Background: an optimization exercise with open tools, aiming at small area, a short achievable clock period and few clock cycles. Do not read the settings as production practice. The RTL was checked by simulation tests, not by an equivalence proof against the original design. Power and IR drop assume default switching activity.

## Freq_Counter
module Freq_Counter (clock, iReset_N, SW1, iValid, iPixel, oReady, oValid, iPixel_new);
clock: 11.0 ns
lec_check: 0
abc_clock_period_in_ps: 3500
cap_margin: 20
core_margin: 2
core_utilization: 65
slew_margin: 20
standard.sh (not shown) runs the stock make flow with config.mk's settings and CLKGATE_MAP_FILE= SYNTH_SCRIPT=/design/flow/synth_recipe.tcl, a recipe that flattens the netlist after the stock synthesis.
==> flow/flow/run.sh <==
#!/bin/bash
set -euo pipefail
bash standard.sh SETUP_SLACK_MARGIN=7.6 \
  "BUFFER_PORTS_ARGS=-buffer_cell sky130_fd_sc_hd__buf_4" \
  "CTS_ARGS=-sink_clustering_enable -repair_clock_nets -sink_clustering_size 30 -sink_clustering_max_diameter 60 -dont_use_dummy_load" \
  finish > standard_flow.log 2>&1
Testbench counts at the start, summed over its fixed seeds: cycles 664,224.
Then changed:
- CORE_UTILIZATION: 65 -> 70
Routed wire length increases by 1.0%. Sequential share of layout area is higher by 0.20 points. Cell count is lower by about 1.8%. Utilization grows by 5.3 points. Die area shrinks by 7.1%. Combinational power came out lower by about 3%. Hold slack gets better by 0.0097 ns. Sequential power stays flat.

The RTL this note starts from:
==> flow/design.v <==
module Freq_Counter (clock, iReset_N, SW1, iValid, iPixel, oReady, oValid, iPixel_new);
input	clock, iReset_N;
input	SW1;
input	iValid;
input	[7:0] iPixel;
output	oReady;
output reg oValid;
output reg [7:0] iPixel_new;
localparam S_CLEAR = 3'd0;		 
localparam S_COUNT = 3'd1;		 
localparam S_DRAIN = 3'd2;		 
localparam S_PASS  = 3'd3;		 
localparam S_WAIT  = 3'd4;		 
(* fsm_encoding = "none" *)
reg [2:0]  state;
reg        rdy;
reg [3:0]  ph;					 
reg [3:0]  tr;					 
reg [13:0] pixel_count;
reg        drain_first;
reg        lut_valid;
assign oReady = rdy;
reg        v1, s1;
reg [7:0]  p1;
reg        v2, s2;
reg [7:0]  p2;
reg [7:0]  a2;
reg [7:0]  tb1;					 
reg [15:0] rs;					 
reg [15:0] ps;					 
wire [3:0] pos_n = p1[3:0] - ph - 4'd1;
reg [2047:0] tq;				 
wire [7:0]  tq_rd = tq[{a2, 3'b000} +: 8];
always @(posedge clock)
begin
	v1 <= iReset_N & iValid & rdy;
	s1 <= SW1;
	p1 <= iPixel;
	v2 <= iReset_N & v1;
	s2 <= s1 & lut_valid;
	p2 <= p1;
	a2 <= p1 + tb1;
	oValid <= iReset_N & v2;
	iPixel_new <= s2 ? tq_rd : p2;
	rs <= (iReset_N & v1) ? (16'd1 << p1[7:4]) : 16'd0;
	ps <= 16'd1 << pos_n;
end
always @(posedge clock)
begin
	if (!iReset_N)
	begin
		state       <= S_CLEAR;
		rdy         <= 1'b0;
		ph          <= 4'd14;
		pixel_count <= 14'd0;
		lut_valid   <= 1'b0;
	end
	else
	begin
		ph <= ph + 4'd1;
		if (ph == 4'd15)
			tr <= tr + 4'd1;
		case (state)
		S_CLEAR:
			if (ph == 4'd13)
			begin
				state <= S_COUNT;
				rdy   <= 1'b1;
			end
		S_COUNT:
			if (iValid)
			begin
				pixel_count <= pixel_count + 14'd1;
				if (pixel_count == 14'd16383)
				begin
					state       <= S_DRAIN;
					rdy         <= 1'b0;
					drain_first <= 1'b1;
				end
			end
		S_DRAIN:
		begin
			drain_first <= 1'b0;
			tr <= 4'd0;
			if (ph == 4'd15 && !drain_first)
				state <= S_PASS;
		end
		S_PASS:
			if (ph == 4'd15 && tr == 4'd15)
				state <= S_WAIT;
		S_WAIT:
			if (ph == 4'd13)
			begin
				state     <= S_COUNT;
				rdy       <= 1'b1;
				lut_valid <= 1'b1;
			end
		default:
			state <= S_CLEAR;
		endcase
	end
end
wire [16*12-1:0] head_q;		 
wire [15:0]      head_ovf;		 
wire             sweep_en = (state == S_COUNT) || (state == S_DRAIN) || (state == S_WAIT);
genvar r, j;
generate
for (r = 0; r < 16; r = r + 1)
begin : ring
	reg  [12*16-1:0] q;
	wire [12*16-1:0] d;
	wire clr = (state == S_CLEAR) || (state == S_PASS && tr == r);
	wire swp = sweep_en && (tr == r);
	for (j = 0; j < 16; j = j + 1)
	begin : pos
		wire       o  = q[12*j + 11];
		wire       c  = q[12*j + 10];
		wire [5:0] hi = q[12*j + 4 +: 6];
		wire [3:0] lo = q[12*j +: 4];
		wire       e  = rs[r] & ps[j];
		wire [4:0] lo_n = {1'b0, lo} + {4'd0, e};
		if (j == 0)
		begin : head
			wire [6:0] hi_n = {1'b0, hi} + {6'd0, c};
			wire       o_n  = o | hi_n[6];
			assign d[12*15 +: 12] = clr ? 12'd0 : {o_n & ~swp, lo_n[4], hi_n[5:0], lo_n[3:0]};
			assign head_q[12*r +: 12] = q[11:0];
			assign head_ovf[r] = o_n;
		end
		else
		begin : body
			assign d[12*(j-1) +: 12] = {o, c | lo_n[4], hi, lo_n[3:0]};
		end
	end
	always @(posedge clock)
		q <= d;
end
endgenerate
reg  [15:0] xv;					 
reg  [7:0]  xtag [0:15];
reg  [3:0]  xext [0:15];
wire [7:0]  xkey = {tr, ph};	 
wire [15:0] xhit;
wire [15:0] xfree_lo;			 
reg  [3:0]  xrd;
reg         sw_inc;				 
reg  [15:0] sw_hit;
reg  [7:0]  sw_key;
integer k;
generate
for (r = 0; r < 16; r = r + 1)
begin : xs
	assign xhit[r] = xv[r] && (xtag[r] == xkey);
	if (r == 0)
		assign xfree_lo[r] = !xv[r];
	else
		assign xfree_lo[r] = !xv[r] && (&xv[r-1:0]);
end
endgenerate
always @(*)
begin
	xrd = 4'd0;
	for (k = 0; k < 16; k = k + 1)
		xrd = xrd | (xhit[k] ? xext[k] : 4'd0);
end
always @(posedge clock)
begin
	sw_inc <= iReset_N && sweep_en && head_ovf[tr];
	sw_hit <= xhit;
	sw_key <= xkey;
	for (k = 0; k < 16; k = k + 1)
	begin
		if (state == S_CLEAR || (state == S_PASS && tr == 4'd15 && ph == 4'd15))
			xv[k] <= 1'b0;
		else if (sw_inc && sw_hit[k])
			xext[k] <= xext[k] + 4'd1;
		else if (sw_inc && !(|sw_hit) && xfree_lo[k])
		begin
			xv[k]   <= 1'b1;
			xtag[k] <= sw_key;
			xext[k] <= 4'd1;
		end
	end
end
reg        rval, rfirst;			 
reg [11:0] hraw;
reg [3:0]  hext;
reg        hval, hfirst;			 
reg [13:0] hcnt;
reg        found;
reg [13:0] D;
reg [13:0] N;
reg        nval, nfirst;
reg [21:0] X;
reg        xval, xfirst;
wire [6:0] hraw_hi = {1'b0, hraw[9:4]} + {6'd0, hraw[10]};
always @(posedge clock)
begin
	rval   <= iReset_N && state == S_PASS;
	rfirst <= (tr == 4'd0) && (ph == 4'd0);
	hraw   <= head_q[12*tr +: 12];
	hext   <= xrd;
	hval   <= iReset_N & rval;
	hfirst <= rfirst;
	hcnt   <= {hext + {3'd0, hraw[11]} + {3'd0, hraw_hi[6]}, hraw_hi[5:0], hraw[3:0]};
	nval   <= iReset_N & hval;
	nfirst <= hfirst;
	if (hval)
	begin
		if (hfirst || !found)
		begin
			found <= (hcnt != 14'd0);
			D     <= (hcnt == 14'd0) ? 14'h3fff : 14'd0 - hcnt;
			N     <= 14'd0;
		end
		else
			N <= N + hcnt;
	end
	xval   <= iReset_N & nval;
	xfirst <= nfirst;
	X      <= {N, 8'd0} - {8'd0, N};
end
localparam [7:0] REG = 8'b1111_1110;
wire [14:0] D15 = {1'b0, D};
generate
for (j = 7; j >= 0; j = j - 1)
begin : dv
	wire [j+14:0] xin;			 
	wire [7-j:0]  qin;			 
	wire          vin, fin;
	wire [14:0]   top = xin[j+14:j];
	wire          ge  = top >= D15;
	wire [13:0]   sub = top[13:0] - D;
	wire [j+13:0] xout;			 
	wire [8-j:0]  qout = {qin, ge};
	if (j > 0)
	begin : lowbits
		assign xout = {ge ? sub : top[13:0], xin[j-1:0]};
	end
	else
	begin : nolow
		assign xout = ge ? sub : top[13:0];
	end
	if (j == 7)
	begin : first
		assign xin = X;
		assign qin = 1'b0;
		assign vin = xval;
		assign fin = xfirst;
	end
	else
	begin : next
		assign xin = dv[j+1].xo;
		assign qin = dv[j+1].qo;
		assign vin = dv[j+1].vo;
		assign fin = dv[j+1].fo;
	end
	wire [j+13:0] xo;
	wire [8-j:0]  qo;
	wire          vo, fo;
	if (REG[j])
	begin : r
		reg [j+13:0] xr;
		reg [8-j:0]  qr;
		reg          vr, fr;
		always @(posedge clock)
		begin
			xr <= xout; qr <= qout; vr <= iReset_N & vin; fr <= fin;
		end
		assign xo = xr; assign qo = qr; assign vo = vr; assign fo = fr;
	end
	else
	begin : w
		assign xo = xout; assign qo = qout; assign vo = vin; assign fo = fin;
	end
end
endgenerate
wire [7:0] t_new = dv[0].qo[7:0];
wire       t_we  = dv[0].vo;
wire       t_first = dv[0].fo;
always @(posedge clock)
begin
	tq  <= {t_we ? t_new : tq[7:0], tq[2047:8]};
	tb1 <= (t_we && t_first) ? 8'd254 : tb1 - 8'd1;
end
endmodule
clock: 11.0 ns
lec_check: 0
abc_clock_period_in_ps: 3500
cap_margin: 20
core_margin: 2
core_utilization: 40
cts_cluster_diameter: 60
cts_cluster_size: 30
setup_slack_margin: 5
slew_margin: 20
run.sh (not shown) runs the stock make flow with config.mk's settings and CLKGATE_MAP_FILE= SYNTH_SCRIPT=/design/flow/synth_recipe.tcl, a recipe that flattens the netlist after the stock synthesis.
Stock flow here: none of the scripts above is used.
Testbench counts at the start, summed over its fixed seeds: cycles 664,216.
Change:
==> flow/flow/run.sh (new file) <==
#!/bin/bash
set -euo pipefail
bash standard.sh SETUP_SLACK_MARGIN=7 finish > standard_flow.log 2>&1
==> flow/standard.sh (new file) <==
#!/bin/bash
# synth_recipe.tcl (not shown) runs the flow's synth.tcl, then flattens the netlist and writes it again
# the make line also repeats each setting of config.mk as NAME=value (left out here)
make -C /OpenROAD-flow-scripts/flow DESIGN_CONFIG=/design/flow/config.mk WORK_HOME=/design/flow/orfs CLKGATE_MAP_FILE= SYNTH_SCRIPT=/design/flow/synth_recipe.tcl "${@:-finish}"
--- a/flow/config.mk
+++ b/flow/config.mk
@@ -13,3 +13,2 @@
 export CTS_CLUSTER_SIZE = 30
-export SETUP_SLACK_MARGIN = 5
 export SLEW_MARGIN = 20
removed: flow/run.sh
First-iteration DRC count went down by 3.4%; power stays flat; combinational power went up by about 2%; die area does not change; non-clock buffer count went up by 5.

-- what the ideal ports hide --
How much do the figures lean on ideal ports? The routed layouts below were timed once more, with nothing changed but the port constraints. Step 1 sets driving cells, clkbuf_16 on the clock port and buf_2 on the other inputs (assumed; they add their load-dependent delay and slew). Step 2 times the ports against the registers' clock, not the clock port: input delays grow and output delays shrink by t, the midpoint of the rising clock arrivals with the driver on. Slacks: no drivers / after step 1 / after step 2; pairs: no drivers / after step 1.
| run | t (ns) | setup slack, ns | clock arrival spread, ns | worst data-port slew with drivers (ns) |
|---|---|---|---|---|
| the first run of note 1 | 0.973 | 7.424 / 7.328 / 7.198 | 0.151 / 0.151 | 0.15 |
| the second run of note 1 | 0.959 | 7.402 / 7.310 / 7.182 | 0.126 / 0.126 | 0.14 |
| the first run of note 2 | 1.059 | 6.343 / 6.343 / 6.343 | 0.107 / 0.107 | 0.04 |
| the second run of note 2 | 1.056 | 7.099 / 6.992 / 6.696 | 0.107 / 0.107 | 0.04 |
After both steps every run listed still meets setup and hold. For the second run of note 2, which loses most, drivers alone change the setup slack by -0.107 ns; drivers and shift together by -0.403 ns.
